What follows belongs to an exercise in optimizing a design on an open flow for small area; a production flow would make more cautious choices.
In this exercise RTL edits were held to simulation tests only and were not proved equivalent to the original.
Power is estimated from default activity; no workload was simulated.

<file path="config.mk">
export PLATFORM = sky130hd
export DESIGN_NAME = spimaster_top
export DESIGN_NICKNAME = spimaster_top
export VERILOG_FILES = /design/flow/design.v
export SDC_FILE = /design/flow/constraint.sdc
export NUM_CORES = 4
export LEC_CHECK = 0
export CAP_MARGIN = 20
export CORE_MARGIN = 2
export CORE_UTILIZATION = 70
export CTS_BUF_LIST = sky130_fd_sc_hd__clkbuf_4 sky130_fd_sc_hd__clkbuf_8
export CTS_CLUSTER_DIAMETER = 60
export CTS_CLUSTER_SIZE = 20
export PLACE_DENSITY = 0.8
export SLEW_MARGIN = 20
</file>
<file path="constraint.sdc">
create_clock -name core_clock -period 10.0 [get_ports {clk}]
set_input_delay 2.0000 -clock core_clock [delete_from_list [all_inputs] [get_ports {clk}]]
set_output_delay 2.0000 -clock core_clock [all_outputs]
set_load 0.01 [all_outputs]
</file>
<file path="design.v">
module spimaster (
    input  wire        clk,
    input  wire        rst_n,
    input  wire        start,
    input  wire        load,
    input  wire [11:0] data_in,
    input  wire [3:0]  clk_div,
    output wire        busy,
    output wire        spi_cs_n,
    output reg         spi_sclk,
    output reg         spi_mosi
);
    localparam [4:0] P_IDLE = 5'd0;
    localparam [4:0] P_T0 = 5'd1;
    localparam [4:0] P_T1A = 5'd2;
    localparam [4:0] P_T1B = 5'd3;
    localparam [4:0] P_T2 = 5'd4;
    localparam [4:0] P_T3 = 5'd5;
    localparam [4:0] P_T4 = 5'd6;
    localparam [4:0] P_T5 = 5'd7;
    localparam [4:0] P_T6 = 5'd8;
    localparam [4:0] P_T7 = 5'd9;
    localparam [4:0] P_T8 = 5'd10;
    localparam [4:0] P_T9 = 5'd11;
    localparam [4:0] P_T10 = 5'd12;
    localparam [4:0] P_T11 = 5'd13;
    localparam [4:0] P_T12 = 5'd14;
    localparam [4:0] P_T13 = 5'd15;
    localparam [4:0] P_T14 = 5'd16;
    localparam [4:0] P_T15 = 5'd17;
    localparam [4:0] P_T16 = 5'd18;
    localparam [4:0] P_FIN = 5'd19;
    reg  [4:0]  P;
    reg  [3:0]  cnt;
    reg  [11:0] sr;
    wire zc   = (cnt == 4'd0);
    wire fall = zc & spi_sclk;
    always @(posedge clk or negedge rst_n) begin
        if (!rst_n) begin
            P <= P_IDLE;
        end else begin
            case (P)
            P_IDLE: if (start) P <= P_T0;
            P_T0:   P <= P_T1A;
            P_T1A:  P <= P_T1B;
            P_T1B: if (fall) P <= P_T2;
            P_T2: if (fall) P <= P_T3;
            P_T3: if (fall) P <= P_T4;
            P_T4: if (fall) P <= P_T5;
            P_T5: if (fall) P <= P_T6;
            P_T6: if (fall) P <= P_T7;
            P_T7: if (fall) P <= P_T8;
            P_T8: if (fall) P <= P_T9;
            P_T9: if (fall) P <= P_T10;
            P_T10: if (fall) P <= P_T11;
            P_T11: if (fall) P <= P_T12;
            P_T12: if (fall) P <= P_T13;
            P_T13: if (fall) P <= P_T14;
            P_T14: if (fall) P <= P_T15;
            P_T15: if (fall) P <= P_T16;
            P_T16: if (fall) P <= P_FIN;
            default: P <= P_IDLE;
            endcase
        end
    end
    assign busy     = (P != P_IDLE);
    assign spi_cs_n = ~busy;
    always @(posedge clk)
        cnt <= ((P == P_T0) || (cnt >= clk_div)) ? 4'd0 : cnt + 4'd1;
    always @(posedge clk or negedge rst_n) begin
        if (!rst_n) begin
            spi_sclk <= 1'b0;
            spi_mosi <= 1'b0;
        end else begin
            spi_sclk <= ((P == P_T1B) | (P == P_T2) | (P == P_T3) | (P == P_T4) | (P == P_T5) | (P == P_T6) | (P == P_T7) | (P == P_T8) | (P == P_T9) | (P == P_T10) | (P == P_T11) | (P == P_T12) | (P == P_T13) | (P == P_T14) | (P == P_T15) | (P == P_T16)) & (spi_sclk ^ zc);
            if (((P == P_IDLE) | (P == P_T0) | (P == P_FIN)))
                spi_mosi <= 1'b0;
            else if (fall && ((P == P_T2) | (P == P_T3) | (P == P_T4) | (P == P_T5) | (P == P_T6) | (P == P_T7) | (P == P_T8) | (P == P_T9) | (P == P_T10) | (P == P_T11) | (P == P_T12) | (P == P_T13) | (P == P_T14) | (P == P_T15)))
                spi_mosi <= ((P == P_T2) | (P == P_T3)) | sr[11];
        end
    end
    always @(posedge clk) begin
        if (load && ((P == P_IDLE) | (P == P_T16) | (P == P_FIN)))
            sr <= data_in;
        else if (fall && ((P == P_T4) | (P == P_T5) | (P == P_T6) | (P == P_T7) | (P == P_T8) | (P == P_T9) | (P == P_T10) | (P == P_T11) | (P == P_T12) | (P == P_T13) | (P == P_T14) | (P == P_T15)))
            sr <= {sr[10:0], 1'b0};
    end
endmodule
module spimaster_top (
    input  wire       clk,
    input  wire       rst_btn,
    input  wire [1:0] mode_sw,
    input  wire       start_btn,
    input  wire [3:0] clk_div_sw,
    input  wire [7:0] data_sw,
    output wire       led_busy,
    output wire [1:0] led_mode,
    output wire       spi_cs_n,
    output wire       spi_sclk,
    output wire       spi_mosi
);
    reg rst_btn_sync;
    always @(posedge clk) rst_btn_sync <= rst_btn;
    wire rst_n = rst_btn_sync;
    localparam [20-1:0] DINV = 20'd699050;
    localparam [20-1:0] DEND = 20'd801525;
    reg  [20-1:0] deb_q;
    reg             start_btn_sync;
    reg             start_pulse;
    wire [20-1:0] deb_s   = deb_q ^ DINV;
    wire            differ  = start_btn ^ start_btn_sync;
    wire            deb_end = (deb_s == DEND);
    wire            accept  = differ & deb_end;
    wire            deb_clr = ~rst_n | ~differ | deb_end;
    wire [20-1:0] deb_nx  = {deb_s[20-2:0], ~(deb_s[19] ^ deb_s[16])};
    always @(posedge clk) begin
        deb_q          <= deb_clr ? DINV : (deb_nx ^ DINV);
        start_btn_sync <= rst_n & (start_btn_sync ^ accept);
        start_pulse    <= rst_n & accept & start_btn;
    end
    localparam [23-1:0] AINV = 23'd2796202;
    reg  [23-1:0] auto_q;
    wire [23-1:0] auto_s  = auto_q ^ AINV;
    wire            auto_lo = (auto_s[23-2:0] == {(23-1){1'b0}});
    wire            auto_z  = auto_lo & ~auto_s[23-1];
    wire            auto_clr = ~rst_n | (mode_sw == 2'b00);
    wire [23-1:0] auto_nx = {auto_s[23-2:0], auto_s[22] ^ auto_s[17] ^ auto_lo};
    always @(posedge clk)
        auto_q <= auto_clr ? AINV : (auto_nx ^ AINV);
    wire spi_busy;
    wire auto_go = auto_z & ~spi_busy;
    reg [5:0] ramp;
    reg [5:0] sidx;
    always @(posedge clk or negedge rst_n) begin
        if (!rst_n) begin
            ramp <= 6'd0;
            sidx <= 6'd0;
        end else begin
            if (mode_sw == 2'b10 && auto_go) ramp <= ramp + 6'd1;
            if (mode_sw == 2'b11 && auto_go) sidx <= sidx + 6'd1;
        end
    end
    reg [11:0] sine;
    always @(*) begin
        case (sidx)
            6'd0:  sine = 12'd2048;
            6'd1:  sine = 12'd2448;
            6'd2:  sine = 12'd2831;
            6'd3:  sine = 12'd3185;
            6'd4:  sine = 12'd3495;
            6'd5:  sine = 12'd3750;
            6'd6:  sine = 12'd3939;
            6'd7:  sine = 12'd4056;
            6'd8:  sine = 12'd4095;
            6'd9:  sine = 12'd4056;
            6'd10: sine = 12'd3939;
            6'd11: sine = 12'd3750;
            6'd12: sine = 12'd3495;
            6'd13: sine = 12'd3185;
            6'd14: sine = 12'd2831;
            6'd15: sine = 12'd2448;
            6'd16: sine = 12'd2048;
            6'd17: sine = 12'd1648;
            6'd18: sine = 12'd1265;
            6'd19: sine = 12'd911;
            6'd20: sine = 12'd601;
            6'd21: sine = 12'd346;
            6'd22: sine = 12'd157;
            6'd23: sine = 12'd40;
            6'd24: sine = 12'd0;
            6'd25: sine = 12'd40;
            6'd26: sine = 12'd157;
            6'd27: sine = 12'd346;
            6'd28: sine = 12'd601;
            6'd29: sine = 12'd911;
            6'd30: sine = 12'd1265;
            6'd31: sine = 12'd1648;
            default: sine = 12'd2048;
        endcase
    end
    reg [11:0] pattern;
    always @(*) begin
        case (mode_sw)
            2'b00:   pattern = {4'h0, data_sw};
            2'b01:   pattern = 12'h000;
            2'b10:   pattern = {ramp, 6'd0};
            default: pattern = sine;
        endcase
    end
    reg [1:0] ctrl;
    wire trig = (ctrl == 2'b00) &
                ((mode_sw == 2'b00) ? start_pulse : auto_go);
    always @(posedge clk or negedge rst_n) begin
        if (!rst_n)
            ctrl <= 2'b00;
        else case (ctrl)
            2'b00:   if (trig) ctrl <= 2'b01;
            2'b01:   ctrl <= 2'b11;
            default: ctrl <= spi_busy ? 2'b10 : 2'b00;
        endcase
    end
    spimaster spi_inst (
        .clk(clk),
        .rst_n(rst_n),
        .start(ctrl == 2'b11),
        .load(trig),
        .data_in(pattern),
        .clk_div(clk_div_sw),
        .busy(spi_busy),
        .spi_cs_n(spi_cs_n),
        .spi_sclk(spi_sclk),
        .spi_mosi(spi_mosi)
    );
    assign led_busy = spi_busy;
    assign led_mode = mode_sw;
endmodule
</file>
<file path="run.sh">
#!/bin/bash
# synth_recipe.tcl (not shown) runs the flow's synth.tcl, then flattens the netlist and writes it again
# the make line also repeats each setting of config.mk as NAME=value (left out here)
make -C /OpenROAD-flow-scripts/flow DESIGN_CONFIG=/design/flow/config.mk WORK_HOME=/design/flow/orfs CLKGATE_MAP_FILE= SYNTH_SCRIPT=/design/flow/synth_recipe.tcl finish
</file>
==> results of run 1 <==
==> final cells by class <==
class                      instances  area [µm²]  area share
clock buffer                       9         124      0.0280
clock inverter                     7        83.8      0.0190
inverter                          23        86.3      0.0195
multi-input combinational        293        1910       0.433
sequential                        83        1890       0.427
tap                               72        90.1      0.0204
timing repair buffer              24         235      0.0532
==> routing by layer <==
metal / global-route usage / share of wire / vias to the layer above
met1: 0.380 / 0.46 / 1480
met5: 0 / 0 / -
met2: 0.452 / 0.47 / 109
met3: 0.0532 / 0.051 / 18
li1: - / - / 1505
met4: 0.0776 / 0.017 / 0
==> through the flow <==
stage          power [mW]  setup WS, ns   util
6_report            0.898          4.73  0.802
5_1_grt             0.947          4.64  0.802
4_1_cts             0.899          4.73  0.802
3_5_place_dp        0.653          4.74  0.765
3_3_place_gp        0.640          4.76  0.765
2_1_floorplan       0.590          5.88      -
==> cell usage after synthesis, types with 5 or more instances <==
| library cell | n | share of area |
|---|---|---|
| a21oi_1 | 15 | 0.019 |
| a31oi_1 | 6 | 0.0094 |
| clkbuf_1 | 17 | 0.016 |
| dfrtp_1 | 21 | 0.13 |
| dfxtp_1 | 50 | 0.25 |
| edfxtp_1 | 12 | 0.090 |
| ha_1 | 17 | 0.053 |
| inv_1 | 23 | 0.022 |
| mux2_4 | 6 | 0.023 |
| mux2i_1 | 10 | 0.025 |
| nand2_1 | 53 | 0.050 |
| nand2b_1 | 10 | 0.016 |
| nand3_1 | 11 | 0.014 |
| nand4_1 | 11 | 0.017 |
| nor2_1 | 46 | 0.043 |
| nor2b_1 | 5 | 0.0078 |
| nor3_1 | 5 | 0.0063 |
| o21ai_0 | 19 | 0.024 |
| xnor2_1 | 13 | 0.028 |
==> sequential cells by signal (all words and copies together), names as in the netlist <==
register	flops
spi_inst.cnt	4
deb_q	20
ctrl	2
rst_btn_sync	1
spi_inst.spi_sclk	1
sidx	6
spi_inst.spi_mosi	1
start_btn_sync	1
spi_inst.sr	12
spi_inst.P	5
start_pulse	1
ramp	6
auto_q	23
==> placed cells by master, fill, tap and decap left out, types with 4 or more instances in the layout <==
| cell | count |
|---|---|
| ha_1 | 17 |
| mux2_2 | 4 |
| mux2_4 | 6 |
| nand2_1 | 53 |
| a211oi_1 | 4 |
| a32oi_1 | 4 |
| xor2_1 | 4 |
| nand4_1 | 11 |
| nand3_1 | 11 |
| nor2b_1 | 5 |
| xnor2_1 | 13 |
| o211ai_1 | 4 |
| mux2i_1 | 10 |
| a31oi_1 | 6 |
| a21oi_1 | 15 |
| clkbuf_8 | 9 |
| clkdlybuf4s50_1 | 22 |
| o21ai_0 | 19 |
| nand2b_1 | 10 |
| inv_1 | 23 |
| nor3_1 | 5 |
| dfxtp_1 | 50 |
| a21o_1 | 4 |
| nor4bb_1 | 4 |
| or2_2 | 4 |
| dfrtp_1 | 21 |
| edfxtp_1 | 12 |
| nor2_1 | 46 |
==> where the power goes <==
| group | internal (mW) | total, mW | switching (mW) |
|---|---|---|---|
| registers | 0.382 | 0.433 | 0.0516 |
| clock network | 0.120 | 0.249 | 0.129 |
| logic | 0.0984 | 0.216 | 0.118 |
==> cell families after synthesis <==
| kind of cell | synth area share |
|---|---|
| xor gates and xnor gates | 0.0373 |
| AOI/OAI and AO/OA | 0.134 |
| and+or+nand+nor | 0.195 |
| adders and majority gates | 0.0532 |
| muxes | 0.0589 |
| DFF | 0.472 |
| buffers and inverters | 0.0495 |
==> worst min-delay path by stage <==
stage,from,endpoint,slack (ns)
after global routing,rst_btn_sync,spi_inst.P[0],0.30
after detailed placement,rst_btn_sync,ramp[0],0.25
after floorplan,rst_btn_sync,ctrl[0],0.31
final,rst_btn_sync,ramp[0],0.26
after CTS,rst_btn_sync,spi_inst.P[0],0.26
after global placement,rst_btn_sync,ramp[5],0.25
==> run notes, run 1 <==
die area 0.00633 mm²; max-cap check violation count 0; routed via count roughly 3100; critical path's slowest cell clkdlybuf4s50_1; Period minus WS final roughly 5.3 ns; std cell rows 27; worst reg-to-reg setup slack 6.78 ns; post-CTS setup buffers 0; CTS Sinks 83; Seq cells post-synth 83; RR Startpoint spi_inst.P[1]; GRT Resource Usage Total 0.278; post-cts hold buffer count 0; Critical Path End Type primary output; Final setup viols 0; syn avg cell area 9.47 µm²; IR Drop Worst-Case VDD roughly 0.18 mV; Hold Path Class reg2async; 1st-pass router iterations 6; largest net degree at the start of global routing 32; first-pass GRT wire length 13.5 mm; Critical Path, Cell by Cell clkdlybuf4s50_1, clkdlybuf4s50_1; post-synthesis sequential area ratio 0.472; Port Buf Inserts 22; CP arrival 3.27 ns; cells on worst reg2reg path 5; Final nets roughly 470; Worst-path clk slew 0.09 ns; PwrDens 203 mW/mm²; TritonCTS clock tree yes; Post-synth EDFFs 12; period utilization 0.527; initial antenna violation count 0; critical path endpoint led_mode[1]; crit-path max FO 10; final std cells w/o fill 511; CP Launch Type primary input; fmax 190 MHz; Post-synth top flop dfxtp_1; CP startpoint mode_sw[1]; Inst Count DP between 400 and 500; Slew @ Worst Pin 0.931 ns; skew final 0.0121 ns; LEAKAGE 1.79 nW; H-tree levels 3; die height 79.6 µm; Area Overhead vs Synth 10.6%; CP peak stage delay 0.66 ns; total gr overflow 0; mean number of vias per cell between 6 and 7; count of cell types in the netlist 54; final instance area around 0.0044 mm²; Final Hold Viols 0; CP Class in2out; fraction of layout cells with a size suffix above 1 0.0820; most repeated library cell on the critical path clkdlybuf4s50_1; HPWL after DPL 5.67 mm; IO Count 23; worst hold slack 0.261 ns; syn nets 456; remaining antenna violation count after routing 0; post-CTS sizing 0; GPL Wtd Cong 0.911; Placement Cell Area 0.00421 mm²; starting density of the core 0.726; cell count after synthesis 422; WP depth 2; Yosys warning count 2; core footprint about 0.0055 mm²; critical path buffer and inverter count 2; Post-Syn Area 0.00400 mm²; root buf cell clkbuf_8; CTS Buf Count 9; DRC viols 0; # diodes 0; Critical R2R Capture spi_inst.sr[9]; crit-path leading delay family buffers and inverters; wire per inst around 16 µm; Slew HR 0.379; WP data required approximately 8 ns; RSZ-0062 raised after global routing false; Clock Tree Buf Depth 2; die width 79.6 µm; total negative slack 0 ns; outcome no timing/DRC/antenna violations; initial DRC count 454; final wirelength 8.28 mm; Fillers 354; vias in the first global route 2871; ys async rst share 0.253; Slew Viols, Final 0; Clk Latency, worst-skew pair 0.35 ns
==> inputs of run 2 (changes only) <==
--- a/config.mk
+++ b/config.mk
@@ -9,7 +9,3 @@
 export CORE_MARGIN = 2
-export CORE_UTILIZATION = 70
-export CTS_BUF_LIST = sky130_fd_sc_hd__clkbuf_4 sky130_fd_sc_hd__clkbuf_8
-export CTS_CLUSTER_DIAMETER = 60
-export CTS_CLUSTER_SIZE = 20
-export PLACE_DENSITY = 0.8
+export CORE_UTILIZATION = 40
 export SLEW_MARGIN = 20
==> run 2 against run 1 <==
Wire length down 3.1%. Register-to-register slack better by 0.03 ns. Highest routed layer unchanged. Sequential share of layout area down 0.58 points. Setup slack better by 0.0049 ns. Critical path type unchanged. Synthesized cell count unchanged. Clock power down 6%. Sequential power about the same. Hold slack worse by 0.037 ns.
==> run notes, run 2 <==
outcome no timing/DRC/antenna violations (unchanged); cell taking the most area after synthesis dfxtp_1 (unchanged); cell count after synthesis 422 (unchanged); final wirelength 8.03 mm (was 8.28 mm); Commonest cells post-synth 53 x nand2_1, 50 x dfxtp_1, 46 x nor2_1, 23 x inv_1, 21 x dfrtp_1 (unchanged); Critical Path, Cell by Cell clkdlybuf4s50_1, clkdlybuf4s50_1 (unchanged); combinational share of power 0.240 (was 0.241); LEAKAGE 1.79 nW (about the same); most repeated library cell on the critical path clkdlybuf4s50_1 (unchanged); die width 104 µm (was 79.6 µm); die area 0.0108 mm² (was 0.00633 mm²); PwrDens 196 mW/mm² (was 203 mW/mm²); Slew @ Worst Pin 0.924 ns (was 0.931 ns); Area Overhead vs Synth 12.1% (was 10.6%); Final Hold Viols 0 (unchanged); fmax 190 MHz (about the same); CP Class in2out (unchanged); total gr overflow 0 (unchanged); CP arrival 3.26 ns (was 3.27 ns); die height 104 µm (was 79.6 µm); routed via count 3003 (was 3112); Port Buf Inserts 22 (unchanged); GPL Wtd Cong 0.881 (was 0.911); wire per inst 14.0 µm (was 16.2 µm); biggest regs auto_q x23, deb_q x20, spi_inst.sr x12 (unchanged); root buf cell clkbuf_8 (unchanged); sequential share of power 0.492 (was 0.483); IO Count 23 (unchanged); Final nets 468 (unchanged); fraction of layout cells with a size suffix above 1 0.0797 (was 0.0820); # diodes 0 (unchanged); final std cells w/o fill 572 (was 511); Post-synth EDFFs 12 (unchanged); GRT Resource Usage Total 0.158 (was 0.278); CTS Buf Count 9 (unchanged); Worst-path clk slew 0.08 ns (was 0.09 ns); switch share 0.316 (was 0.332); largest reg by FF count auto_q (unchanged); 1st-pass router iterations 4 (was 6); Hold Path Class reg2async (unchanged); post-synth top area share 0.250 (unchanged); largest net degree at the start of global routing 32 (unchanged); vias in the first global route 2914 (was 2871); DRC viols 0 (unchanged); Tot Pwr 878 µW (was 898 µW); Final Util 0.460 (was 0.802); period utilization 0.526 (was 0.527); Clk Latency, worst-skew pair 0.35 ns (about the same); CP Launch Type primary input (unchanged); Largest register FFs 23 (unchanged); IR Drop Worst-Case VDD 0.101 mV (was 0.176 mV); Slew HR 0.384 (was 0.379); Post-Syn Area 0.00400 mm² (unchanged); critical path buffer and inverter count 2 (unchanged); first-pass GRT wire length 13.9 mm (was 13.5 mm); critical path's slowest cell clkdlybuf4s50_1 (unchanged); post-synthesis sequential area ratio 0.472 (unchanged); mean number of vias per cell 5.25 (was 6.09); syn nets 456 (unchanged); top-count cell post-synth nand2_1 (unchanged); ys async rst share 0.253 (unchanged); CP startpoint mode_sw[1] (unchanged); WP data required 8.00 ns (about the same); RR Startpoint spi_inst.P[3] (was spi_inst.P[1]); count of cell types in the netlist 54 (unchanged); post-CTS sizing 0 (unchanged); Psw 277 µW (was 298 µW); RSZ-0062 raised after global routing false (unchanged); H-tree levels 3 (unchanged); skew final 0.00505 ns (was 0.0121 ns); CP peak stage delay 0.66 ns (about the same); Yosys warning count 2 (unchanged); clock power share 0.267 (was 0.277); syn avg cell area 9.47 µm² (unchanged); starting density of the core 0.411 (was 0.726); crit-path max FO 10 (unchanged); Seq cells post-synth 83 (unchanged); post-cts hold buffer count 0 (unchanged); most frequent cells in the layout 53 x nand2_1, 50 x dfxtp_1, 46 x nor2_1, 23 x inv_1, 22 x clkdlybuf4s50_1 (unchanged); Post-synth top flop dfxtp_1 (unchanged); Period minus WS final 5.26 ns (was 5.27 ns); std cell rows 36 (was 27); initial DRC count 260 (was 454); total negative slack 0 ns (unchanged); internal power 601 µW (was 600 µW); ranking of synthesized cells by area dfxtp_1 25%, dfrtp_1 13%, edfxtp_1 9.0% (unchanged); post-CTS setup buffers 0 (unchanged); Final setup viols 0 (unchanged); CTS Sinks 83 (unchanged); Critical Path End Type primary output (unchanged); core footprint 0.00973 mm² (was 0.00551 mm²); Clock Tree Buf Depth 2 (unchanged); max-cap check violation count 0 (unchanged); remaining antenna violation count after routing 0 (unchanged); TritonCTS clock tree yes (unchanged); initial antenna violation count 0 (unchanged); crit-path leading delay family buffers and inverters (unchanged); Inst Count DP 556 (was 495); commonest non-fill, non-tap cell in the layout nand2_1 (unchanged); HPWL after DPL 5.78 mm (was 5.67 mm); Slew Viols, Final 0 (unchanged)
[run 2: cell counts after synthesis]
No cell type changed its count.
[run 2: cell type report]
cell class	count	area, µm²
clock inverter	5	51.3
inverter	23	86.3
timing repair buffer	24	235
tap	133	166
multi-input combinational	293	1910
sequential	83	1890
fill	984	5250
clock buffer	11	141
[run 2: final timing paths]
path	end	slack, ns	cells after the start
min in group core_clock	auto_q[17]	0.38	1
max	led_mode[1]	4.74	2
min	ramp[1]	0.22	1
min reg2reg	ramp[1]	0.22	1
max reg2reg	spi_inst.sr[0]	6.81	5
max in group asynchronous	ctrl[0]	9.52	1
[run 2: per-layer routing]
| metal | vias up | share of wire | GRT usage |
|---|---|---|---|
| met1 | 1422 | 0.47 | 0.217 |
| met2 | 68 | 0.46 | 0.241 |
| met5 | - | 0 | 0 |
| met4 | 0 | 0.012 | 0.0473 |
| met3 | 8 | 0.055 | 0.0489 |
| li1 | 1505 | - | - |
[run 2: power groups by stage]
| stage | logic [mW] | clock network [mW] | registers [mW] |
|---|---|---|---|
| floorplan | 0.178 | 0 | 0.413 |
| global placement | 0.207 | 0 | 0.438 |
| detailed placement | 0.212 | 0 | 0.439 |
| CTS | 0.213 | 0.244 | 0.432 |
| global route | 0.241 | 0.258 | 0.440 |
| finish | 0.211 | 0.235 | 0.432 |
[run 2: kinds of logic (layout without fill, tap and decap cells)]
family | count (synthesis) | after routing | synth area share
AND/OR/NAND/NOR | 161 | 161 | 0.195
flip-flops | 83 | 83 | 0.472
AO/OA/AOI/OAI | 78 | 78 | 0.134
buffers and inverters | 46 | 63 | 0.0495
multiplexers | 20 | 20 | 0.0589
adder cells (fa/ha/maj) | 17 | 17 | 0.0532
XOR/XNOR | 17 | 17 | 0.0373
[run 2: per-stage QoR]
stage / hold slack, ns / setup slack, ns / area, µm²
2_1_floorplan: 0.315 / 5.88 / 4000
3_3_place_gp: 0.234 / 4.73 / 4290
3_5_place_dp: 0.236 / 4.72 / 4290
4_1_cts: 0.246 / 4.72 / 4480
5_1_grt: 0.284 / 4.67 / 4480
6_report: 0.224 / 4.74 / 4480
==> inputs of run 3 (changes only) <==
==> flow/run.sh (new file) <==
#!/bin/bash
# Own layout flow: the standard layout (standard.sh) with these changes:
#  - clock tree: large sink clusters and no dummy loads (flow/cts_args.txt).
# Each tool's output is in orfs/logs/; make's own output in standard_make.log.
set -euo pipefail
W=$(pwd)
export MY_ABC_SCRIPT="$W/flow/area.abc"
export CTS_ARGS="$(cat "$W/flow/cts_args.txt")"
if [[ -f "$W/flow/port_args.txt" ]]; then
  export BUFFER_PORTS_ARGS="$(cat "$W/flow/port_args.txt")"
fi
bash standard.sh SYNTH_SCRIPT="$W/flow/area_synth.tcl" finish > "$W/standard_make.log" 2>&1
==> flow/area.abc (new file) <==
strash
&get -n
&deepsyn -I 4 -J 50
&put
dch -f
amap
topo
==> flow/area_synth.tcl (new file) <==
# synth_recipe.tcl, with ABC run on flow/area.abc (no delay target) instead of
# the script and -D ORFS's synth.tcl passes it.
proc abc {args} {
  set new {}
  set skip 0
  foreach a $args {
    if {$skip} { set skip 0; continue }
    if {$a eq "-script" || $a eq "-D"} { set skip 1; continue }
    lappend new $a
  }
  yosys abc -script $::env(MY_ABC_SCRIPT) {*}$new
}
source [file join [file dirname [file normalize [info script]]] .. synth_recipe.tcl]
==> flow/cts_args.txt (new file) <==
-sink_clustering_enable -repair_clock_nets -dont_use_dummy_load -sink_clustering_size 100 -sink_clustering_max_diameter 500 -buf_list {sky130_fd_sc_hd__clkbuf_8 sky130_fd_sc_hd__clkbuf_16}
==> standard.sh (new file) <==
#!/bin/bash
# synth_recipe.tcl (not shown) runs the flow's synth.tcl, then flattens the netlist and writes it again
# the make line also repeats each setting of config.mk as NAME=value (left out here)
make -C /OpenROAD-flow-scripts/flow DESIGN_CONFIG=/design/flow/config.mk WORK_HOME=/design/flow/orfs CLKGATE_MAP_FILE= SYNTH_SCRIPT=/design/flow/synth_recipe.tcl "${@:-finish}"
removed: run.sh
==> run 3 against run 2 <==
Still clean on timing, DRC and antenna. Synthesized cell count fell by 3.1%. First-iteration DRC count fell by 66%. Total power rose by 4.3%. Hold slack improved by 0.052 ns. Count of clock-buffer cells in the layout fell by 2. Sequential power rose by 1%. Clock power fell by 23%. Critical path type unchanged. Critical endpoint unchanged. Largest cell class is now registers. Largest power group unchanged.
==> run notes, run 3 <==
cell taking the most area after synthesis dfxtp_1 (unchanged); fmax 195 MHz (was 190 MHz); std cell rows 34 (was 36); worst reg-to-reg setup slack 5.96 ns (was 6.81 ns); Largest register FFs 23 (unchanged); first-pass GRT wire length 13.0 mm (was 13.9 mm); CP startpoint mode_sw[1] (unchanged); critical path buffer and inverter count 2 (unchanged); cells on worst reg2reg path 12 (was 5); crit-path leading delay family buffers and inverters (unchanged); Slew Viols, Final 0 (unchanged); IR Drop Worst-Case VDD 0.115 mV (was 0.101 mV); Critical Path, Cell by Cell clkdlybuf4s50_1, clkdlybuf4s50_1 (unchanged); initial antenna violation count 0 (unchanged); cell count after synthesis 409 (was 422); syn avg cell area 8.87 µm² (was 9.47 µm²); Slew HR 0.521 (was 0.384); Clock Tree Buf Depth 2 (unchanged); core footprint 0.00876 mm² (was 0.00973 mm²); Period minus WS final 5.13 ns (was 5.26 ns); Yosys warning count 2 (unchanged); sequential share of power 0.478 (was 0.492); DRC viols 0 (unchanged); post-CTS setup buffers 0 (unchanged); routed via count 2884 (was 3003); vias in the first global route 2821 (was 2914); clock power share 0.197 (was 0.267); GRT Resource Usage Total 0.164 (was 0.158); remaining antenna violation count after routing 0 (unchanged); GPL Wtd Cong 0.897 (was 0.881); most frequent cells in the layout 85 x nor2_1, 50 x dfxtp_1, 47 x clkinv_1, 36 x nand2_1, 22 x clkdlybuf4s50_1 (was 53 x nand2_1, 50 x dfxtp_1, 46 x nor2_1, 23 x inv_1, 22 x clkdlybuf4s50_1); CTS Sinks 83 (unchanged); TritonCTS clock tree yes (unchanged); final wirelength 7.59 mm (was 8.03 mm); HPWL after DPL 5.73 mm (was 5.78 mm); Slew @ Worst Pin 0.716 ns (was 0.924 ns); Psw 332 µW (was 277 µW); root buf cell clkbuf_8 (unchanged); top-count cell post-synth nor2_1 (was nand2_1); Final nets 475 (was 468); Critical Path End Type primary output (unchanged); total negative slack 0 ns (unchanged); largest reg by FF count auto_q (unchanged); max-cap check violation count 0 (unchanged); internal power 584 µW (was 601 µW); ranking of synthesized cells by area dfxtp_1 28%, dfrtp_1 14%, edfxtp_1 9.9% (was dfxtp_1 25%, dfrtp_1 13%, edfxtp_1 9.0%); RSZ-0062 raised after global routing false (unchanged); final std cells w/o fill 547 (was 572); Post-Syn Area 0.00363 mm² (was 0.00400 mm²); largest net degree at the start of global routing 36 (was 32); Post-synth top flop dfxtp_1 (unchanged); Post-synth EDFFs 12 (unchanged); PwrDens 223 mW/mm² (was 196 mW/mm²); period utilization 0.513 (was 0.526); Tot Pwr 916 µW (was 878 µW); Area Overhead vs Synth 13.0% (was 12.1%); 1st-pass router iterations 4 (unchanged); die area 0.00985 mm² (was 0.0108 mm²); CP Class in2out (unchanged); WP data required 8.00 ns (about the same); Commonest cells post-synth 85 x nor2_1, 50 x dfxtp_1, 47 x clkinv_1, 36 x nand2_1, 21 x dfrtp_1 (was 53 x nand2_1, 50 x dfxtp_1, 46 x nor2_1, 23 x inv_1, 21 x dfrtp_1); Final Util 0.468 (was 0.460); biggest regs auto_q x23, deb_q x20, spi_inst.sr x12 (unchanged); skew final 0.0346 ns (was 0.00505 ns); Worst-path clk slew 0.08 ns (about the same); total gr overflow 0 (unchanged); mean number of vias per cell 5.27 (was 5.25); post-synth top area share 0.276 (was 0.250); Final Hold Viols 0 (unchanged); wire per inst 13.9 µm (was 14.0 µm); Hold Path Class reg2async (unchanged); critical path's slowest cell clkdlybuf4s50_1 (unchanged); initial DRC count 89 (was 260); Critical R2R Capture spi_inst.sr[3] (was spi_inst.sr[0]); Seq cells post-synth 83 (unchanged); IO Count 23 (unchanged); count of cell types in the netlist 41 (was 54); RR Startpoint spi_inst.P[3] (unchanged); fraction of layout cells with a size suffix above 1 0.0228 (was 0.0797); combinational share of power 0.325 (was 0.240); CP Launch Type primary input (unchanged); Inst Count DP 538 (was 556); ys async rst share 0.253 (unchanged); syn nets 443 (was 456); post-synthesis sequential area ratio 0.520 (was 0.472); # diodes 0 (unchanged); CTS Buf Count 9 (unchanged); crit-path max FO 6 (was 10); LEAKAGE 1.55 nW (was 1.79 nW); Final setup viols 0 (unchanged); commonest non-fill, non-tap cell in the layout nor2_1 (was nand2_1); post-CTS sizing 0 (unchanged); Clk Latency, worst-skew pair 0.35 ns (about the same); die width 99.3 µm (was 104 µm); die height 99.3 µm (was 104 µm); most repeated library cell on the critical path clkdlybuf4s50_1 (unchanged); outcome no timing/DRC/antenna violations (unchanged); starting density of the core 0.414 (was 0.411); H-tree levels 3 (unchanged); Port Buf Inserts 22 (unchanged); switch share 0.362 (was 0.316); CP arrival 3.13 ns (was 3.26 ns); post-cts hold buffer count 0 (unchanged); CP peak stage delay 0.57 ns (was 0.66 ns)
[run 3: logic make-up (layout without fill, tap and decap cells)]
| group | count (synthesis) | count (layout) | share of synthesized area |
|---|---|---|---|
| buffers and inverters | 49 | 79 | 0.0527 |
| and+or+nand+nor | 184 | 184 | 0.227 |
| adders and majority gates | 17 | 17 | 0.0586 |
| DFF | 83 | 83 | 0.520 |
| AOI/OAI and AO/OA | 76 | 76 | 0.142 |
[run 3: power groups by stage]
stage / clock network [mW] / registers, mW / logic, mW
after floorplan: 0 / 0.434 / 0.217
after global placement: 0 / 0.442 / 0.298
after detailed placement: 0 / 0.443 / 0.293
after CTS: 0.189 / 0.436 / 0.296
after global routing: 0.202 / 0.446 / 0.344
final: 0.181 / 0.438 / 0.297
[run 3: how the worst max path moves through the flow]
stage                     slack (ns)     endpoint  depth (start not counted)
after floorplan                 5.88  led_mode[0]                          1
final                           4.87  led_mode[1]                          2
after global placement          4.89  led_mode[1]                          2
after detailed placement        4.87  led_mode[1]                          2
after global routing            4.85  led_mode[1]                          2
after CTS                       4.87  led_mode[1]                          2
[run 3: through the flow]
step                      area [µm²]  worst slack (ns)  hold WS, ns
after floorplan                 3630              5.88        0.353
after global placement          3980              4.89        0.271
after detailed placement        3980              4.87        0.270
after CTS                       4100              4.87        0.293
after global routing            4100              4.85        0.346
final                           4100              4.87        0.277
[run 3: metal layers]
metal,GRT usage,part of all wire
met1,0.222,0.49
met4,0.0590,0.013
met5,0,0
met3,0.0323,0.036
met2,0.263,0.46
[run 3: final cells by class]
type,instances,area [µm²]
Clock buffer,9,124
Multi-Input combinational cell,277,1550
Tap cell,108,135
Timing Repair Buffer,23,228
Inverter,47,176
Fill cell,842,4660
Sequential cell,83,1890
==> inputs of run 4 (changes only) <==
==> flow/port_args.txt (new file) <==
-buffer_cell sky130_fd_sc_hd__buf_1
==> run 4 against run 3 <==
Still clean on timing, DRC and antenna. Register-to-register slack hardly changed. Setup slack improved by 0.77 ns. First-iteration DRC count is 24% higher. Combinational power is 3% lower. Total power down 1.2%. Clock power hardly changed. Synthesized area unchanged. Critical path type unchanged. Largest cell class unchanged.
==> run notes, run 4 <==
outcome no timing/DRC/antenna violations (unchanged); Critical Path, Cell by Cell buf_1, buf_1 (was clkdlybuf4s50_1, clkdlybuf4s50_1); DRC viols 0 (unchanged); largest net degree at the start of global routing 36 (unchanged); post-CTS setup buffers 0 (unchanged); CTS Sinks 83 (unchanged); total gr overflow 0 (unchanged); Critical R2R Capture spi_inst.sr[4] (was spi_inst.sr[3]); GRT Resource Usage Total 0.166 (was 0.164); mean number of vias per cell 5.37 (was 5.27); most repeated library cell on the critical path buf_1 (was clkdlybuf4s50_1); root buf cell clkbuf_8 (unchanged); post-synth top area share 0.276 (unchanged); starting density of the core 0.414 (unchanged); Seq cells post-synth 83 (unchanged); PwrDens 228 mW/mm² (was 223 mW/mm²); LEAKAGE 1.49 nW (was 1.55 nW); die height 99.3 µm (unchanged); total negative slack 0 ns (unchanged); Post-Syn Area 0.00363 mm² (unchanged); HPWL after DPL 5.89 mm (was 5.73 mm); post-cts hold buffer count 0 (unchanged); Final nets 475 (unchanged); CP Launch Type primary input (unchanged); Clk Latency, worst-skew pair 0.35 ns (about the same); fraction of layout cells with a size suffix above 1 0.0228 (unchanged); CP arrival 2.36 ns (was 3.13 ns); WP data required 8.00 ns (about the same); Slew HR 0.547 (was 0.521); TritonCTS clock tree yes (unchanged); M1 GR Usage 0.227 (was 0.222); std cell rows 34 (unchanged); initial antenna violation count 0 (unchanged); Commonest cells post-synth 85 x nor2_1, 50 x dfxtp_1, 47 x clkinv_1, 36 x nand2_1, 21 x dfrtp_1 (unchanged); Post-synth top flop dfxtp_1 (unchanged); critical path's slowest cell buf_1 (was clkdlybuf4s50_1); commonest non-fill, non-tap cell in the layout nor2_1 (unchanged); Yosys warning count 2 (unchanged); remaining antenna violation count after routing 0 (unchanged); syn avg cell area 8.87 µm² (unchanged); crit-path leading delay family buffers and inverters (unchanged); IR Drop Worst-Case VDD 0.0903 mV (was 0.115 mV); Slew @ Worst Pin 0.677 ns (was 0.716 ns); Critical Path End Type primary output (unchanged); Clock Tree Buf Depth 2 (unchanged); Period minus WS final 4.36 ns (was 5.13 ns); Port Buf Inserts 22 (unchanged); Tot Pwr 905 µW (was 916 µW); Largest register FFs 23 (unchanged); initial DRC count 110 (was 89); GPL Wtd Cong 0.908 (was 0.897); CP peak stage delay 0.18 ns (was 0.57 ns); vias in the first global route 2829 (was 2821); first-pass GRT wire length 13.1 mm (was 13.0 mm); top-count cell post-synth nor2_1 (unchanged); die area 0.00985 mm² (unchanged); final wirelength 7.60 mm (was 7.59 mm); H-tree levels 3 (unchanged); routed via count 2940 (was 2884); final std cells w/o fill 547 (unchanged); die width 99.3 µm (unchanged); grt met2 use 0.265 (was 0.263); Area Overhead vs Synth 9.20% (was 13.0%); cells on worst reg2reg path 12 (unchanged); post-CTS sizing 0 (unchanged); biggest regs auto_q x23, deb_q x20, spi_inst.sr x12 (unchanged); CP Class in2out (unchanged); Post-synth EDFFs 12 (unchanged); worst hold slack 0.258 ns (was 0.277 ns); # diodes 0 (unchanged); skew final 0.0266 ns (was 0.0346 ns); RSZ-0062 raised after global routing false (unchanged); most frequent cells in the layout 85 x nor2_1, 50 x dfxtp_1, 47 x clkinv_1, 36 x nand2_1, 22 x buf_1 (was 85 x nor2_1, 50 x dfxtp_1, 47 x clkinv_1, 36 x nand2_1, 22 x clkdlybuf4s50_1); CP startpoint mode_sw[1] (unchanged); period utilization 0.436 (was 0.513); 1st-pass router iterations 4 (unchanged); RR Startpoint spi_inst.P[3] (unchanged); critical path buffer and inverter count 2 (unchanged); wire per inst 13.9 µm (about the same); Inst Count DP 538 (unchanged); worst reg-to-reg setup slack 5.96 ns (about the same); ys async rst share 0.253 (unchanged); syn nets 443 (unchanged); post-synthesis sequential area ratio 0.520 (unchanged); fmax 229 MHz (was 195 MHz); met3 global-route usage 0.0337 (was 0.0323); largest reg by FF count auto_q (unchanged); Worst-path clk slew 0.07 ns (was 0.08 ns); CTS Buf Count 9 (unchanged); ranking of synthesized cells by area dfxtp_1 28%, dfrtp_1 14%, edfxtp_1 9.9% (unchanged); count of cell types in the netlist 41 (unchanged); cell taking the most area after synthesis dfxtp_1 (unchanged); Slew Viols, Final 0 (unchanged); Final setup viols 0 (unchanged); Hold Path Class reg2async (unchanged); max-cap check violation count 0 (unchanged); core footprint 0.00876 mm² (unchanged); crit-path max FO 6 (unchanged); Final Hold Viols 0 (unchanged); IO Count 23 (unchanged); cell count after synthesis 409 (unchanged); GRT busiest layer met2 (unchanged)
## run 4: changes by cell type in the layout (fill, tap and decap cells not counted), sizes merged
cell / before / now
buf: 1 / 23
clkdlybuf4s50: 22 / 0
## run 4: worst max path at each step
stage	to	slack, ns	depth (start not counted)
5_1_grt	spi_inst.sr[4]	5.54	12
3_3_place_gp	led_mode[1]	5.65	2
2_1_floorplan	led_mode[0]	5.88	1
6_report	led_mode[1]	5.64	2
4_1_cts	led_mode[1]	5.64	2
3_5_place_dp	led_mode[1]	5.64	2
## run 4: where the power goes
group	switching (mW)	internal, mW	leakage (nW)
combinational	0.182	0.105	0.671
clock	0.0994	0.0805	0.0647
sequential	0.0488	0.389	0.756
## run 4: kinds of logic after synthesis
| family | Yosys count | share of synthesized area |
|---|---|---|
| AO/OA/AOI/OAI | 76 | 0.142 |
| adder cells (fa/ha/maj) | 17 | 0.0586 |
| buffers and inverters | 49 | 0.0527 |
| flip-flops | 83 | 0.520 |
| AND/OR/NAND/NOR | 184 | 0.227 |
## run 4: area by class of cell
| type | instances | area [µm²] |
|---|---|---|
| Clock buffer | 9 | 124 |
| Inverter | 47 | 176 |
| Fill cell | 889 | 4800 |
| Tap cell | 108 | 135 |
| Timing Repair Buffer | 23 | 90.1 |
| Multi-Input combinational cell | 277 | 1550 |
| Sequential cell | 83 | 1890 |
## run 4: per-layer routing
layer / routed length, µm / part of all wire
met5: 0 / 0
met4: 119 / 0.016
met3: 289 / 0.038
met2: 3590 / 0.47
met1: 3600 / 0.47
## run 4: through the flow
| stage | setup WS [ns] | instance area [µm²] | util |
|---|---|---|---|
| global route | 5.54 | 3960 | 0.452 |
| floorplan | 5.88 | 3630 | - |
| detailed placement | 5.64 | 3840 | 0.438 |
| finish | 5.64 | 3960 | 0.452 |
| CTS | 5.64 | 3960 | 0.452 |
| global placement | 5.65 | 3840 | 0.438 |
==> inputs of run 5 (changes only) <==
==> flow/cts_args.txt (replaced) <==
-repair_clock_nets -dont_use_dummy_load -buf_list {sky130_fd_sc_hd__clkbuf_4 sky130_fd_sc_hd__clkbuf_8 sky130_fd_sc_hd__clkbuf_16}
==> run 5 against run 4 <==
Still clean. Critical path depth unchanged. Utilization unchanged. Total power unchanged. Critical path type unchanged. Largest power group unchanged. Highest routed layer unchanged.
==> run notes, run 5 <==
Commonest cells post-synth 85 x nor2_1, 50 x dfxtp_1, 47 x clkinv_1, 36 x nand2_1, 21 x dfrtp_1 (unchanged); Placement Cell Area 0.00384 mm² (unchanged); post-CTS sizing 0 (unchanged); GRT Resource Usage Total 0.166 (unchanged); Clk Latency, worst-skew pair 0.35 ns (about the same); fmax 229 MHz (unchanged); post-synthesis sequential area ratio 0.520 (unchanged); std cell rows 34 (unchanged); final wirelength 7.60 mm (unchanged); ys async rst share 0.253 (unchanged); starting density of the core 0.414 (unchanged); die area 0.00985 mm² (unchanged); final instance area 0.00396 mm² (unchanged); CP Class in2out (unchanged); largest reg by FF count auto_q (unchanged); Fillers 889 (unchanged); Area Overhead vs Synth 9.20% (unchanged); remaining antenna violation count after routing 0 (unchanged); initial antenna violation count 0 (unchanged); skew final 0.0266 ns (unchanged); CP arrival 2.36 ns (about the same); total gr overflow 0 (unchanged); die width 99.3 µm (unchanged); Final nets 475 (unchanged); CTS Sinks 83 (unchanged); PwrDens 228 mW/mm² (unchanged); post-synth top area share 0.276 (unchanged); mean number of vias per cell 5.37 (unchanged); worst hold slack 0.258 ns (unchanged); worst setup margin 5.64 ns (unchanged); Worst-path clk slew 0.07 ns (about the same); outcome no timing/DRC/antenna violations (unchanged); post-CTS setup buffers 0 (unchanged); Slew Viols, Final 0 (unchanged); most repeated library cell on the critical path buf_1 (unchanged); syn avg cell area 8.87 µm² (unchanged); critical path buffer and inverter count 2 (unchanged); max-cap check violation count 0 (unchanged); first-pass GRT wire length 13.1 mm (unchanged); post-cts hold buffer count 0 (unchanged); core footprint 0.00876 mm² (unchanged); CTS Buf Count 9 (unchanged); Final Hold Viols 0 (unchanged); initial DRC count 110 (unchanged); syn nets 443 (unchanged); # diodes 0 (unchanged); die height 99.3 µm (unchanged); GPL Wtd Cong 0.908 (unchanged); Slew HR 0.547 (unchanged); CP peak stage delay 0.18 ns (about the same); period utilization 0.436 (unchanged); Final setup viols 0 (unchanged); vias in the first global route 2829 (unchanged); most frequent cells in the layout 85 x nor2_1, 50 x dfxtp_1, 47 x clkinv_1, 36 x nand2_1, 22 x buf_1 (unchanged); Clock Tree Buf Depth 2 (unchanged); crit-path leading delay family buffers and inverters (unchanged); commonest non-fill, non-tap cell in the layout nor2_1 (unchanged); routed via count 2940 (unchanged); Final Util 0.452 (unchanged); IR Drop Worst-Case VDD 0.0903 mV (unchanged); Inst Count DP 538 (unchanged); RSZ-0062 raised after global routing false (unchanged); H-tree levels 3 (unchanged); dpl ws 5.64 ns (unchanged); CP startpoint mode_sw[1] (unchanged); Tot Pwr 905 µW (unchanged); ranking of synthesized cells by area dfxtp_1 28%, dfrtp_1 14%, edfxtp_1 9.9% (unchanged); Period minus WS final 4.36 ns (unchanged); total negative slack 0 ns (unchanged); biggest regs auto_q x23, deb_q x20, spi_inst.sr x12 (unchanged); wire per inst 13.9 µm (unchanged); Yosys warning count 2 (unchanged); IO Count 23 (unchanged); cells on worst reg2reg path 12 (unchanged); Post-synth top flop dfxtp_1 (unchanged); Hold Path Class reg2async (unchanged); Largest register FFs 23 (unchanged); root buf cell clkbuf_8 (unchanged); Post-synth EDFFs 12 (unchanged); HPWL after DPL 5.89 mm (unchanged); Slew @ Worst Pin 0.677 ns (unchanged); Critical R2R Capture spi_inst.sr[4] (unchanged); Critical Path End Type primary output (unchanged); 1st-pass router iterations 4 (unchanged); worst reg-to-reg setup slack 5.96 ns (about the same); DRC viols 0 (unchanged); crit-path max FO 6 (unchanged); count of cell types in the netlist 41 (unchanged); Post-Syn Area 0.00363 mm² (unchanged); top-count cell post-synth nor2_1 (unchanged); TritonCTS clock tree yes (unchanged); fraction of layout cells with a size suffix above 1 0.0228 (unchanged); critical path's slowest cell buf_1 (unchanged); cell count after synthesis 409 (unchanged); final std cells w/o fill 547 (unchanged); CP Launch Type primary input (unchanged); Critical Path, Cell by Cell buf_1, buf_1 (unchanged); Port Buf Inserts 22 (unchanged); LEAKAGE 1.49 nW (unchanged); WP data required 8.00 ns (about the same); RR Startpoint spi_inst.P[3] (unchanged); Seq cells post-synth 83 (unchanged); largest net degree at the start of global routing 36 (unchanged); cell taking the most area after synthesis dfxtp_1 (unchanged)
-- run 5: cell counts after synthesis --
Identical to the previous run, type by type.
-- run 5: worst max path at each step --
stage,cells past startpoint,endpoint,slack [ns]
2_1_floorplan,1,led_mode[0],5.88
3_3_place_gp,2,led_mode[1],5.65
3_5_place_dp,2,led_mode[1],5.64
4_1_cts,2,led_mode[1],5.64
5_1_grt,12,spi_inst.sr[4],5.54
6_report,2,led_mode[1],5.64
-- run 5: power by group --
group	switching, mW	total, mW	internal, mW
clock	0.0994	0.180	0.0805
sequential	0.0488	0.437	0.389
combinational	0.182	0.288	0.105
total	0.330	0.905	0.574
-- run 5: logic make-up after synthesis --
group / synth area share
compound gates: 0.142
fa+ha+maj: 0.0586
simple gates: 0.227
flops: 0.520
buf+inv: 0.0527
-- run 5: cell type report --
type                            instances  area [µm²]  share of cell area
Sequential cell                        83        1890               0.476
Multi-Input combinational cell        277        1550               0.391
Inverter                               47         176              0.0445
Tap cell                              108         135              0.0341
Clock buffer                            9         124              0.0313
Timing Repair Buffer                   23        90.1              0.0227
-- run 5: layer usage --
| metal | vias up | GRT usage | share of wire |
|---|---|---|---|
| li1 | 1476 | - | - |
| met2 | 59 | 0.265 | 0.47 |
| met3 | 12 | 0.0337 | 0.038 |
| met1 | 1393 | 0.227 | 0.47 |
| met5 | - | 0 | 0 |
| met4 | 0 | 0.0537 | 0.016 |
==> inputs of run 6 (changes only) <==
==> flow/cts_args.txt (replaced) <==
-sink_clustering_enable -repair_clock_nets -dont_use_dummy_load -sink_clustering_size 100 -sink_clustering_max_diameter 500 -buf_list {sky130_fd_sc_hd__clkbuf_16}
==> run 6 against run 5 <==
Still clean. Setup slack improved by 0.0024 ns. Clock power increased by about 50%. Die area unchanged. Cell area increased by 2.6%. Hold slack improved by 0.0057 ns. Final cell count unchanged. Combinational power about the same. First-iteration DRC count increased by 25%. Clock skew decreased by 0.0038 ns. Flip-flop and latch count unchanged. Non-clock buffer count unchanged. Critical path type unchanged.
==> run notes, run 6 <==
fmax 229 MHz (about the same); Clock Tree Buf Depth 2 (unchanged); most frequent cells in the layout 85 x nor2_1, 50 x dfxtp_1, 47 x clkinv_1, 36 x nand2_1, 22 x buf_1 (unchanged); ys async rst share 0.253 (unchanged); CP Launch Type primary input (unchanged); mean number of vias per cell 5.35 (was 5.37); Inst Count DP 538 (unchanged); CTS Sinks 83 (unchanged); critical path's slowest cell buf_1 (unchanged); commonest non-fill, non-tap cell in the layout nor2_1 (unchanged); die height 99.3 µm (unchanged); final std cells w/o fill 547 (unchanged); CP arrival 2.36 ns (about the same); Reg area 0.00189 mm² (unchanged); Slew Viols, Final 0 (unchanged); Tot Pwr 997 µW (was 905 µW); Yosys warning count 2 (unchanged); CP peak stage delay 0.18 ns (about the same); Port Buf Inserts 22 (unchanged); HPWL after DPL 5.89 mm (unchanged); post-CTS setup buffers 0 (unchanged); max-cap check violation count 0 (unchanged); Slew @ Worst Pin 0.676 ns (was 0.677 ns); Post-synth top flop dfxtp_1 (unchanged); period utilization 0.436 (about the same); combinational share of power 0.290 (was 0.318); Slew HR 0.547 (about the same); GPL Wtd Cong 0.908 (unchanged); vias in the first global route 2841 (was 2829); post-CTS sizing 0 (unchanged); post-synth top area share 0.276 (unchanged); final wirelength 7.77 mm (was 7.60 mm); top-count cell post-synth nor2_1 (unchanged); Fillers 875 (was 889); count of cell types in the netlist 41 (unchanged); critical path buffer and inverter count 2 (unchanged); sequential share of power 0.440 (was 0.483); Worst-path clk slew 0.06 ns (was 0.07 ns); outcome no timing/DRC/antenna violations (unchanged); Post-Syn Area 0.00363 mm² (unchanged); Largest register FFs 23 (unchanged); # diodes 0 (unchanged); internal power 652 µW (was 574 µW); post-cts hold buffer count 0 (unchanged); Final Hold Viols 0 (unchanged); Period minus WS final 4.36 ns (about the same); CTS Buf Count 9 (unchanged); syn nets 443 (unchanged); dpl ws 5.64 ns (unchanged); IR Drop Worst-Case VDD 0.108 mV (was 0.0903 mV); RSZ-0062 raised after global routing false (unchanged); multi-input combinational cell area 0.00155 mm² (unchanged); initial antenna violation count 0 (unchanged); skew final 0.0228 ns (was 0.0266 ns); die area 0.00985 mm² (unchanged); PwrDens 245 mW/mm² (was 228 mW/mm²); 1st-pass router iterations 4 (unchanged); worst setup margin 5.64 ns (about the same); syn avg cell area 8.87 µm² (unchanged); cell count after synthesis 409 (unchanged); Placement Cell Area 0.00384 mm² (unchanged); fraction of layout cells with a size suffix above 1 0.0228 (unchanged); Hold Path Class reg2async (unchanged); root buf cell clkbuf_16 (was clkbuf_8); total negative slack 0 ns (unchanged); remaining antenna violation count after routing 0 (unchanged); CP Class in2out (unchanged); final instance area 0.00407 mm² (was 0.00396 mm²); DRC viols 0 (unchanged); Critical Path, Cell by Cell buf_1, buf_1 (unchanged); total gr overflow 0 (unchanged); Clk Latency, worst-skew pair 0.34 ns (was 0.35 ns); largest net degree at the start of global routing 36 (unchanged); biggest regs auto_q x23, deb_q x20, spi_inst.sr x12 (unchanged); cell taking the most area after synthesis dfxtp_1 (unchanged); IO Count 23 (unchanged); post-synthesis sequential area ratio 0.520 (unchanged); Seq cells post-synth 83 (unchanged); Psw 345 µW (was 330 µW); core footprint 0.00876 mm² (unchanged); Area Overhead vs Synth 12.0% (was 9.20%); crit-path max FO 6 (unchanged); wire per inst 14.2 µm (was 13.9 µm); clock power share 0.271 (was 0.199); starting density of the core 0.414 (unchanged); Critical Path End Type primary output (unchanged); most repeated library cell on the critical path buf_1 (unchanged); Final nets 475 (unchanged); GRT Resource Usage Total 0.166 (unchanged); largest reg by FF count auto_q (unchanged); die width 99.3 µm (unchanged); crit-path leading delay family buffers and inverters (unchanged); ranking of synthesized cells by area dfxtp_1 28%, dfrtp_1 14%, edfxtp_1 9.9% (unchanged); Final setup viols 0 (unchanged); switch share 0.346 (was 0.365); first-pass GRT wire length 13.2 mm (was 13.1 mm); Commonest cells post-synth 85 x nor2_1, 50 x dfxtp_1, 47 x clkinv_1, 36 x nand2_1, 21 x dfrtp_1 (unchanged); LEAKAGE 1.54 nW (was 1.49 nW); TritonCTS clock tree yes (unchanged); WP data required 8.00 ns (about the same); Post-synth EDFFs 12 (unchanged); std cell rows 34 (unchanged); routed via count 2929 (was 2940); initial DRC count 138 (was 110); H-tree levels 3 (unchanged)
-- run 6: power by group through the flow --
stage	sequential, mW	combinational, mW	clock [mW]
after floorplan	0.434	0.217	0
after global placement	0.442	0.289	0
after detailed placement	0.444	0.287	0
after CTS	0.437	0.288	0.275
after global routing	0.447	0.334	0.287
final	0.438	0.289	0.270
-- run 6: worst paths after layout --
kind	start	end	slack, ns	cells after the start
max	mode_sw[1]	led_mode[1]	5.64	2
min	rst_btn_sync	sidx[5]	0.26	1
max reg2reg	spi_inst.P[3]	spi_inst.sr[4]	6.01	12
min reg2reg	rst_btn_sync	sidx[5]	0.26	1
max in group asynchronous	rst_btn_sync	sidx[0]	9.43	1
min in group core_clock	deb_q[10]	deb_q[11]	0.38	1
-- run 6: cell type report --
type / count / share of cell area
well taps: 108 / 0.0332
multi-input cells: 277 / 0.382
repair buffers: 23 / 0.0222
inverters: 47 / 0.0434
flip-flops and latches: 83 / 0.464
clock buffers: 9 / 0.0554
-- run 6: cells by family after synthesis --
kind of cell	count (synthesis)	share of synthesized area
adder cells (fa/ha/maj)	17	0.0586
flip-flops	83	0.520
AO/OA/AOI/OAI	76	0.142
buffers and inverters	49	0.0527
AND/OR/NAND/NOR	184	0.227
-- run 6: metrics by stage --
step | utilization | hold WS, ns
finish | 0.464 | 0.264
global route | 0.464 | 0.323
CTS | 0.464 | 0.270
detailed placement | 0.438 | 0.264
global placement | 0.438 | 0.258
floorplan | - | 0.353
-- run 6: routing by layer --
| metal | share of wire | global-route usage | vias to the layer above |
|---|---|---|---|
| li1 | - | - | 1476 |
| met5 | 0 | 0 | - |
| met3 | 0.030 | 0.0337 | 11 |
| met2 | 0.47 | 0.270 | 43 |
| met4 | 0.012 | 0.0443 | 0 |
| met1 | 0.48 | 0.226 | 1399 |
==> inputs of run 7 (changes only) <==
--- a/design.v
+++ b/design.v
@@ -142,40 +142,184 @@
     end
-    reg [11:0] sine;
-    always @(*) begin
-        case (sidx)
-            6'd0:  sine = 12'd2048;
-            6'd1:  sine = 12'd2448;
-            6'd2:  sine = 12'd2831;
-            6'd3:  sine = 12'd3185;
-            6'd4:  sine = 12'd3495;
-            6'd5:  sine = 12'd3750;
-            6'd6:  sine = 12'd3939;
-            6'd7:  sine = 12'd4056;
-            6'd8:  sine = 12'd4095;
-            6'd9:  sine = 12'd4056;
-            6'd10: sine = 12'd3939;
-            6'd11: sine = 12'd3750;
-            6'd12: sine = 12'd3495;
-            6'd13: sine = 12'd3185;
-            6'd14: sine = 12'd2831;
-            6'd15: sine = 12'd2448;
-            6'd16: sine = 12'd2048;
-            6'd17: sine = 12'd1648;
-            6'd18: sine = 12'd1265;
-            6'd19: sine = 12'd911;
-            6'd20: sine = 12'd601;
-            6'd21: sine = 12'd346;
-            6'd22: sine = 12'd157;
-            6'd23: sine = 12'd40;
-            6'd24: sine = 12'd0;
-            6'd25: sine = 12'd40;
-            6'd26: sine = 12'd157;
-            6'd27: sine = 12'd346;
-            6'd28: sine = 12'd601;
-            6'd29: sine = 12'd911;
-            6'd30: sine = 12'd1265;
-            6'd31: sine = 12'd1648;
-            default: sine = 12'd2048;
-        endcase
-    end
+    wire [11:0] sine;
+    assign sine[0] = (sidx == 6'd2)
+        | (sidx == 6'd3)
+        | (sidx == 6'd4)
+        | (sidx == 6'd6)
+        | (sidx == 6'd8)
+        | (sidx == 6'd10)
+        | (sidx == 6'd12)
+        | (sidx == 6'd13)
+        | (sidx == 6'd14)
+        | (sidx == 6'd18)
+        | (sidx == 6'd19)
+        | (sidx == 6'd20)
+        | (sidx == 6'd22)
+        | (sidx == 6'd26)
+        | (sidx == 6'd28)
+        | (sidx == 6'd29)
+        | (sidx == 6'd30);
+    assign sine[1] = (sidx == 6'd2)
+        | (sidx == 6'd4)
+        | (sidx == 6'd5)
+        | (sidx == 6'd6)
+        | (sidx == 6'd8)
+        | (sidx == 6'd10)
+        | (sidx == 6'd11)
+        | (sidx == 6'd12)
+        | (sidx == 6'd14)
+        | (sidx == 6'd19)
+        | (sidx == 6'd21)
+        | (sidx == 6'd27)
+        | (sidx == 6'd29);
+    assign sine[2] = (sidx == 6'd2)
+        | (sidx == 6'd4)
+        | (sidx == 6'd5)
+        | (sidx == 6'd8)
+        | (sidx == 6'd11)
+        | (sidx == 6'd12)
+        | (sidx == 6'd14)
+        | (sidx == 6'd19)
+        | (sidx == 6'd22)
+        | (sidx == 6'd26)
+        | (sidx == 6'd29);
+    assign sine[3] = (sidx == 6'd2)
+        | (sidx == 6'd7)
+        | (sidx == 6'd8)
+        | (sidx == 6'd9)
+        | (sidx == 6'd14)
+        | (sidx == 6'd19)
+        | (sidx == 6'd20)
+        | (sidx == 6'd21)
+        | (sidx == 6'd22)
+        | (sidx == 6'd23)
+        | (sidx == 6'd25)
+        | (sidx == 6'd26)
+        | (sidx == 6'd27)
+        | (sidx == 6'd28)
+        | (sidx == 6'd29);
+    assign sine[4] = (sidx == 6'd1)
+        | (sidx == 6'd3)
+        | (sidx == 6'd7)
+        | (sidx == 6'd8)
+        | (sidx == 6'd9)
+        | (sidx == 6'd13)
+        | (sidx == 6'd15)
+        | (sidx == 6'd17)
+        | (sidx == 6'd18)
+        | (sidx == 6'd20)
+        | (sidx == 6'd21)
+        | (sidx == 6'd22)
+        | (sidx == 6'd26)
+        | (sidx == 6'd27)
+        | (sidx == 6'd28)
+        | (sidx == 6'd30)
+        | (sidx == 6'd31);
+    assign sine[5] = (sidx == 6'd3)
+        | (sidx == 6'd4)
+        | (sidx == 6'd5)
+        | (sidx == 6'd6)
+        | (sidx == 6'd8)
+        | (sidx == 6'd10)
+        | (sidx == 6'd11)
+        | (sidx == 6'd12)
+        | (sidx == 6'd13)
+        | (sidx == 6'd17)
+        | (sidx == 6'd18)
+        | (sidx == 6'd23)
+        | (sidx == 6'd25)
+        | (sidx == 6'd30)
+        | (sidx == 6'd31);
+    assign sine[6] = (sidx == 6'd3)
+        | (sidx == 6'd6)
+        | (sidx == 6'd7)
+        | (sidx == 6'd8)
+        | (sidx == 6'd9)
+        | (sidx == 6'd10)
+        | (sidx == 6'd13)
+        | (sidx == 6'd17)
+        | (sidx == 6'd18)
+        | (sidx == 6'd20)
+        | (sidx == 6'd21)
+        | (sidx == 6'd27)
+        | (sidx == 6'd28)
+        | (sidx == 6'd30)
+        | (sidx == 6'd31);
+    assign sine[7] = (sidx == 6'd1)
+        | (sidx == 6'd4)
+        | (sidx == 6'd5)
+        | (sidx == 6'd7)
+        | (sidx == 6'd8)
+        | (sidx == 6'd9)
+        | (sidx == 6'd11)
+        | (sidx == 6'd12)
+        | (sidx == 6'd15)
+        | (sidx == 6'd18)
+        | (sidx == 6'd19)
+        | (sidx == 6'd22)
+        | (sidx == 6'd26)
+        | (sidx == 6'd29)
+        | (sidx == 6'd30);
+    assign sine[8] = (sidx == 6'd1)
+        | (sidx == 6'd2)
+        | (sidx == 6'd4)
+        | (sidx == 6'd6)
+        | (sidx == 6'd7)
+        | (sidx == 6'd8)
+        | (sidx == 6'd9)
+        | (sidx == 6'd10)
+        | (sidx == 6'd12)
+        | (sidx == 6'd14)
+        | (sidx == 6'd15)
+        | (sidx == 6'd19)
+        | (sidx == 6'd21)
+        | (sidx == 6'd27)
+        | (sidx == 6'd29);
+    assign sine[9] = (sidx == 6'd2)
+        | (sidx == 6'd5)
+        | (sidx == 6'd6)
+        | (sidx == 6'd7)
+        | (sidx == 6'd8)
+        | (sidx == 6'd9)
+        | (sidx == 6'd10)
+        | (sidx == 6'd11)
+        | (sidx == 6'd14)
+        | (sidx == 6'd17)
+        | (sidx == 6'd19)
+        | (sidx == 6'd20)
+        | (sidx == 6'd28)
+        | (sidx == 6'd29)
+        | (sidx == 6'd31);
+    assign sine[10] = (sidx == 6'd3)
+        | (sidx == 6'd4)
+        | (sidx == 6'd5)
+        | (sidx == 6'd6)
+        | (sidx == 6'd7)
+        | (sidx == 6'd8)
+        | (sidx == 6'd9)
+        | (sidx == 6'd10)
+        | (sidx == 6'd11)
+        | (sidx == 6'd12)
+        | (sidx == 6'd13)
+        | (sidx == 6'd17)
+        | (sidx == 6'd18)
+        | (sidx == 6'd30)
+        | (sidx == 6'd31);
+    assign sine[11] = sidx[5]
+        | (sidx == 6'd0)
+        | (sidx == 6'd1)
+        | (sidx == 6'd2)
+        | (sidx == 6'd3)
+        | (sidx == 6'd4)
+        | (sidx == 6'd5)
+        | (sidx == 6'd6)
+        | (sidx == 6'd7)
+        | (sidx == 6'd8)
+        | (sidx == 6'd9)
+        | (sidx == 6'd10)
+        | (sidx == 6'd11)
+        | (sidx == 6'd12)
+        | (sidx == 6'd13)
+        | (sidx == 6'd14)
+        | (sidx == 6'd15)
+        | (sidx == 6'd16);
     reg [11:0] pattern;
==> flow/cts_args.txt (replaced) <==
-sink_clustering_enable -repair_clock_nets -dont_use_dummy_load -sink_clustering_size 100 -sink_clustering_max_diameter 500 -buf_list {sky130_fd_sc_hd__clkbuf_8 sky130_fd_sc_hd__clkbuf_16}
==> run 7 against run 6 <==
Die area is 4.6% lower. Hold slack worse by 0.044 ns. Critical path depth stayed put. Utilization decreased by 0.69 points. Total power down 16%. Critical path type unchanged. Register-to-register slack better by 0.11 ns.
==> run notes, run 7 <==
outcome no timing/DRC/antenna violations (unchanged); IR Drop Worst-Case VDD 0.0896 mV (was 0.108 mV); post-CTS setup buffers 0 (unchanged); critical path's slowest cell buf_1 (unchanged); GPL Wtd Cong 0.836 (was 0.908); PwrDens 220 mW/mm² (was 245 mW/mm²); cell taking the most area after synthesis dfxtp_1 (unchanged); post-synthesis sequential area ratio 0.546 (was 0.520); cells on worst reg2reg path 15 (was 12); CP peak stage delay 0.31 ns (was 0.18 ns); Clk Latency, worst-skew pair 0.34 ns (about the same); max-cap check violation count 0 (unchanged); skew final 0.0211 ns (was 0.0228 ns); Post-synth top flop dfxtp_1 (unchanged); top-count cell post-synth nor2_1 (unchanged); adder and majority cell fraction of the synthesized area 0.0435 (was 0.0586); worst reg-to-reg setup slack 6.12 ns (was 6.01 ns); CP Class in2out (unchanged); routed via count 2551 (was 2929); GRT Resource Usage Total 0.146 (was 0.166); Largest register FFs 23 (unchanged); WP data required 8.00 ns (about the same); Worst-path clk slew 0.08 ns (was 0.06 ns); HPWL after DPL 4.70 mm (was 5.89 mm); Hold Path Class reg2async (unchanged); Fillers 803 (was 875); Tot Pwr 836 µW (was 997 µW); largest family of logic cells by synthesized area simple AND/OR/NAND/NOR gates (unchanged); Area Overhead vs Synth 9.78% (was 12.0%); Final Hold Viols 0 (unchanged); total gr overflow 0 (unchanged); remaining antenna violation count after routing 0 (unchanged); commonest non-fill, non-tap cell in the layout nor2_1 (unchanged); Seq cells post-synth 83 (unchanged); CTS Sinks 83 (unchanged); critical path buffer and inverter count 2 (unchanged); post-synth top area share 0.290 (was 0.276); period utilization 0.450 (was 0.436); total negative slack 0 ns (unchanged); Critical Path End Type primary output (unchanged); die width 96.9 µm (was 99.3 µm); CP Launch Type primary input (unchanged); first-pass GRT wire length 11.1 mm (was 13.2 mm); Critical Path, Cell by Cell buf_1, buf_1 (unchanged); syn avg cell area 9.16 µm² (was 8.87 µm²); initial antenna violation count 0 (unchanged); initial DRC count 112 (was 138); ranking of synthesized cells by area dfxtp_1 29%, dfrtp_1 15%, edfxtp_1 10% (was dfxtp_1 28%, dfrtp_1 14%, edfxtp_1 9.9%); Final Util 0.457 (was 0.464); most frequent cells in the layout 69 x nor2_1, 55 x clkinv_1, 50 x dfxtp_1, 30 x nand2_1, 22 x buf_1 (was 85 x nor2_1, 50 x dfxtp_1, 47 x clkinv_1, 36 x nand2_1, 22 x buf_1); fraction of layout cells with a size suffix above 1 0.0270 (was 0.0228); crit-path max FO 7 (was 6); fmax 222 MHz (was 229 MHz); worst hold slack 0.220 ns (was 0.264 ns); starting density of the core 0.416 (was 0.414); biggest regs auto_q x23, deb_q x20, spi_inst.sr x12 (unchanged); most repeated library cell on the critical path buf_1 (unchanged); die area 0.00940 mm² (was 0.00985 mm²); H-tree levels 3 (unchanged); # diodes 0 (unchanged); largest reg by FF count auto_q (unchanged); vias in the first global route 2469 (was 2841); std cell rows 33 (was 34); Port Buf Inserts 22 (unchanged); RR Startpoint spi_inst.P[3] (unchanged); count of cell types in the netlist 39 (was 41); final wirelength 6.27 mm (was 7.77 mm); Clock Tree Buf Depth 2 (unchanged); die height 96.9 µm (was 99.3 µm); 1st-pass router iterations 4 (unchanged); Slew Viols, Final 0 (unchanged)
-- run 7: area by class of cell --
class                      count  area, µm²  share of cell area
tap                          105        131              0.0346
sequential                    83       1890               0.498
inverter                      55        206              0.0544
multi-input combinational    237       1350               0.355
timing repair buffer          24       97.6              0.0257
clock buffer                   9        124              0.0327
-- run 7: worst max-delay path by stage --
stage               cells past startpoint  slack (ns)       start           to
floorplan                               1        5.88  mode_sw[0]  led_mode[0]
global placement                        2        5.49  mode_sw[0]  led_mode[0]
detailed placement                      2        5.49  mode_sw[0]  led_mode[0]
CTS                                     2        5.49  mode_sw[0]  led_mode[0]
global route                            2        5.45  mode_sw[0]  led_mode[0]
finish                                  2        5.50  mode_sw[0]  led_mode[0]
-- run 7: cells by family (layout without fill, tap and decap cells) --
kind of cell	count (synthesis)	after routing
XOR/XNOR	1	1
flip-flops	83	83
adder cells (fa/ha/maj)	12	12
AND/OR/NAND/NOR	154	154
buffers and inverters	57	88
AO/OA/AOI/OAI	70	70
-- run 7: stage by stage --
stage,instance area [µm²],setup WS [ns],instances
2_1_floorplan,3450,5.88,377
3_3_place_gp,3670,5.49,504
3_5_place_dp,3670,5.49,504
4_1_cts,3790,5.49,513
5_1_grt,3790,5.45,513
6_report,3790,5.50,513
-- run 7: power by group --
part           internal, mW  switching, mW  total [mW]
registers             0.396         0.0421       0.438
clock network        0.0805          0.101       0.182
logic                0.0850          0.132       0.217
total                 0.561          0.275       0.836
-- run 7: layer usage --
metal | track usage | part of all wire | routed length, µm
met1 | 0.190 | 0.50 | 3160
met2 | 0.228 | 0.45 | 2790
met5 | 0 | 0 | 0
met4 | 0.0780 | 0.022 | 138
met3 | 0.0289 | 0.028 | 178

Check on run 7: ideal ports give 5.498 ns setup slack; a clkbuf_16 on the clock port and buf_2 on the inputs give 5.476 ns; moving port delays by the midpoint clock arrival (0.367 ns) as well gives 5.476 ns.
